From an optimization exercise on the open Yosys and OpenROAD flow, aimed at small area, a short achievable clock period and few clock cycles; shortcuts taken in it are not production practice.
Only simulation tests tie the RTL to the original design; equivalence was not proved.
Power and IR drop assume default switching activity.

== main ==
Design AtomBones, start of the top module:
 module AtomBones
(
    input   wire    clk_i,
    input   wire    rst_i,
    output  wire    [31:0]  imem_addr_o,     
    input   wire    [31:0]  imem_data_i,     
    output  wire            imem_valid_o,    
    input   wire            imem_ack_i,      
    output  wire    [31:0]  dmem_addr_o,     
    input   wire    [31:0]  dmem_data_i,     
    output  wire    [31:0]  dmem_data_o,     
    output  wire    [3:0]   dmem_sel_o,      
    output  wire            dmem_we_o,       
    output  wire            dmem_valid_o,    
    input   wire            dmem_ack_i       
);
    AtomRV atom_core
    (
        .clk_i          (clk_i),   
        .rst_i          (rst_i),   
        .imem_addr_o    (imem_addr_o),   
        .imem_data_i    (imem_data_i),   
        .imem_valid_o   (imem_valid_o),   
        .imem_ack_i     (imem_ack_i),   
        .dmem_addr_o    (dmem_addr_o),   
        .dmem_data_i    (dmem_data_i),   
        .dmem_data_o    (dmem_data_o),   
        .dmem_sel_o     (dmem_sel_o),   
        .dmem_we_o      (dmem_we_o),   
        .dmem_valid_o   (dmem_valid_o),   
        .dmem_ack_i     (dmem_ack_i)
    );
endmodule
Size in the first run: ~7500 cells after synthesis, about 170 I/O pins, roughly 84000 um^2 of cells after synthesis.
==> flow/config.mk <==
export PLATFORM = sky130hd
export DESIGN_NAME = AtomBones
export DESIGN_NICKNAME = AtomBones
export VERILOG_FILES = /design/flow/design.v
export SDC_FILE = /design/flow/constraint.sdc
export NUM_CORES = 8
export LEC_CHECK = 0
export CAP_MARGIN = 30
export CORE_MARGIN = 2
export CORE_UTILIZATION = 45
export SLEW_MARGIN = 20
export SYNTH_HIERARCHICAL = 1
export SYNTH_MINIMUM_KEEP_SIZE = 0
==> flow/constraint.sdc <==
create_clock -name core_clock -period 135.0 [get_ports {clk_i}]
set_input_delay 27.0000 -clock core_clock [delete_from_list [all_inputs] [get_ports {clk_i}]]
set_output_delay 27.0000 -clock core_clock [all_outputs]
set_load 0.01 [all_outputs]
standard.sh (not shown) runs the stock make flow with config.mk's settings and CLKGATE_MAP_FILE= SYNTH_SCRIPT=/design/flow/synth_recipe.tcl, a recipe that flattens the netlist after the stock synthesis.
==> flow/flow/run.sh <==
#!/bin/bash
# Layout flow: the standard flow (standard.sh) with repair_timing asked to
# work the paths to and from the ports down to a 28.9 ns period (setup
# margin 106.1 ns at the 135 ns clock), no gate cloning, faster port
# buffers, and a clock tree of smaller buffers without dummy loads.
# Tool output goes to standard.log here.
bash standard.sh SETUP_SLACK_MARGIN=106.1 SKIP_GATE_CLONING=1 \
  "BUFFER_PORTS_ARGS=-buffer_cell sky130_fd_sc_hd__buf_2" \
  "CTS_ARGS=-sink_clustering_enable -repair_clock_nets -dont_use_dummy_load -buf_list {sky130_fd_sc_hd__clkbuf_4 sky130_fd_sc_hd__clkbuf_8}" \
  finish > standard.log 2>&1
Testbench counts of main, summed over its fixed seeds: cycles 515,098.
What the feature branch does differently from main at the input level:
--- a/flow/design.v
+++ b/flow/design.v
@@ -91,16 +91,14 @@
     input   wire    [2:0]   f3_i,        
     input   wire            go_i,        
     output  wire            done_o,      
     output  wire    [31:0]  res_o,
     input   wire    [31:0]  p_i,
     input   wire    [31:0]  q_i,
     output  wire    [31:0]  q_o,         
-    input   wire    [31:2]  bs_hi_i,
-    output  wire    [31:2]  bs_hi_o,     
     output  wire    [31:0]  sh_x_o,      
     output  wire    [4:0]   sh_s_o,
     input   wire    [31:0]  sh_y_i
 );
     function [32:0] rc_add;
         input [32:0] a, b;
         input        c;
@@ -113,16 +111,15 @@
                 cy = (a[k] & b[k]) | (cy & (a[k] ^ b[k]));
             end
         end
     endfunction
     reg         act;         
     wire [31:0] P = p_i;     
     wire [31:0] Q = q_i;     
-    reg [1:0]   bs_lo;
-    wire [31:0] Bs = {bs_hi_i, bs_lo};
+    reg [31:0]  Bs;          
     reg [5:0]   cnt;         
     wire first  = ~act;
     wire is_div = f3_i[2];
     wire is_mul   = (f3_i[1:0] == 2'b00);
     wire a_signed = (f3_i[1:0] == 2'b01) | (f3_i[1:0] == 2'b10);
     wire corr     = ~is_mul & ~(f3_i[1:0] == 2'b01) & b_i[31];    
     wire [35:0] bx = {3'b000, b_i, 1'b0};
@@ -248,30 +245,29 @@
     wire [5:0] cnt_dec = cnt - (two ? 6'd2 : 6'd1);
     wire div_done = first ? (bz | a_lt_b) : (fix | (~two | (cnt == 6'd2)) & ~neg);
     wire [31:0] div_res = first ? ((rem | ~bz) ? (rem ? a_i : 32'd0) : 32'hffffffff)
                                 : (fix ? nout : raw);
     assign done_o = is_div ? div_done : mul_done;
     assign res_o  = is_div ? (div_done ? div_res : (first ? amag : Rn)) : mul_res;
     assign q_o    = first ? 32'd0 : Qn;
-    assign bs_hi_o = first ? sh_y_i[31:2] : {2'b00, Bs[31:4]};
     always @(posedge clk_i) begin
         if (rst_i)
             act <= 1'b0;
         else if (go_i)
             act <= ~done_o;
     end
     always @(posedge clk_i) begin
         if (go_i) begin
             if (is_div) begin
                 if (first) begin
-                    bs_lo <= sh_y_i[1:0];
-                    cnt   <= s6 + 6'd1;
+                    Bs  <= sh_y_i;
+                    cnt <= s6 + 6'd1;
                 end else begin
-                    bs_lo <= Bs[3:2];
-                    cnt   <= cnt_dec;
+                    Bs  <= {2'b00, Bs[31:2]};
+                    cnt <= cnt_dec;
                 end
             end else begin
                 cnt <= {3'd0, mul_cnt};
             end
         end
     end
 endmodule
@@ -439,15 +435,14 @@
     wire [31:0] op_b = (is_op | is_md | is_br) ? rs2v : imm;
     wire [31:0] alu_res, sum, shift_out;
     wire        eq, lt, ltu;
     wire [31:0] md_sh_x;
     wire [4:0]  md_sh_s;
     wire [31:0] md_res;
     wire [31:0] md_q;
-    wire [31:2] md_bs_hi;
     wire [32:0] sum33 = rc_add({1'b0, op_a}, {1'b0, op_b ^ {32{sub}}}, sub);
     assign sum = sum33[31:0];
     wire carry = sum33[32];
     wire [31:0] x_ab = op_a ^ op_b;
     assign eq  = ~|x_ab;
     assign ltu = ~carry;
     assign lt  = (op_a[31] ^ op_b[31]) ? op_a[31] : sum[31];
@@ -484,16 +479,14 @@
         .f3_i       (f3),
         .go_i       (md_go),
         .done_o     (md_done),
         .res_o      (md_res),
         .p_i        (m_data),
         .q_i        (m_addr),
         .q_o        (md_q),
-        .bs_hi_i    (pc_e),
-        .bs_hi_o    (md_bs_hi),
         .sh_x_o     (md_sh_x),
         .sh_s_o     (md_sh_s),
         .sh_y_i     (shift_out)
     );
     wire [32:0] tsum33 = rc_add({3'd0, pc_e}, {3'd0, p_e ? 30'd1 : bimm[31:2]}, 1'b0);
     wire [31:2] tsum   = tsum33[29:0];
     wire br_cond = (f3[2] ? (f3[1] ? ltu : lt) : eq) ^ f3[0];
@@ -601,16 +594,14 @@
     always @(posedge clk_i)
         pc_f <= pc_next;
     always @(posedge clk_i) begin
         if (ex_free) begin
             ir   <= imem_data_i;
             pc_e <= pc_f;
             p_e  <= f_bwd;
-        end else if (md_go & f3[2]) begin
-            pc_e <= md_bs_hi;        
         end
     end
     always @(posedge clk_i) begin
         if (rst_i) begin
             m_v   <= 1'b0;
             m_wen <= 1'b0;
         end else if (mem_free) begin
Notes after the runs:
Compared with main, the feature branch shows global-route usage lower by 3.1 points.
Looking only at HPWL after detailed placement, and setting everything else aside, the higher value of the feature branch and main goes to main.
The feature branch against main: register clock-pin slew on the reported worst setup and hold paths saw little to no change; combinational cell fraction of total power moved down; count of flip-flops with a built-in enable after synthesis went up by about 2.6%.
When the feature branch is measured against main, its iteration count of the initial detailed-routing pass turns out 2 higher.
The feature branch vs main: mean instance size in the synthesized netlist down slightly
Peak supply drop in the feature branch is about 22% above main.
Overall power consumption: lower on the feature branch
Sort the feature branch and main by worst slew slack as a fraction of its limit, descending, and main comes first.
Against main, cell count in the feature branch rose slightly.
Testbench counts of the feature branch, summed over its fixed seeds: cycles 515,098.

[static timing again, ports no longer ideal]
How much do the figures lean on ideal ports? The routed layouts below were timed once more, with nothing changed but the port constraints.
Step 1: set_driving_cell puts a clkbuf_16 on clk_i and a buf_2 on each other input, an assumption about the parent block.
Step 2 times the ports against the registers' clock, not the clock port: input delays grow and output delays shrink by t, the midpoint of the rising clock arrivals with the driver on.
a / b / c = no drivers / after step 1 / after step 2; a / b = the first two.
run	t, ns	setup WS [ns]	worst hold slack (ns)	worst setup path at the end	worst slew at a driven data input, ns
main	1.036	106.138 / 106.045 / 105.287	0.446 / 0.446 / 0.446	input to register	0.07
the feature branch	1.038	106.075 / 105.988 / 105.328	0.463 / 0.463 / 0.463	input to register	0.06
After both steps every run listed still meets setup and hold. The setup slack of main, which loses most, moves by -0.093 ns with the drivers and by -0.851 ns with both steps.
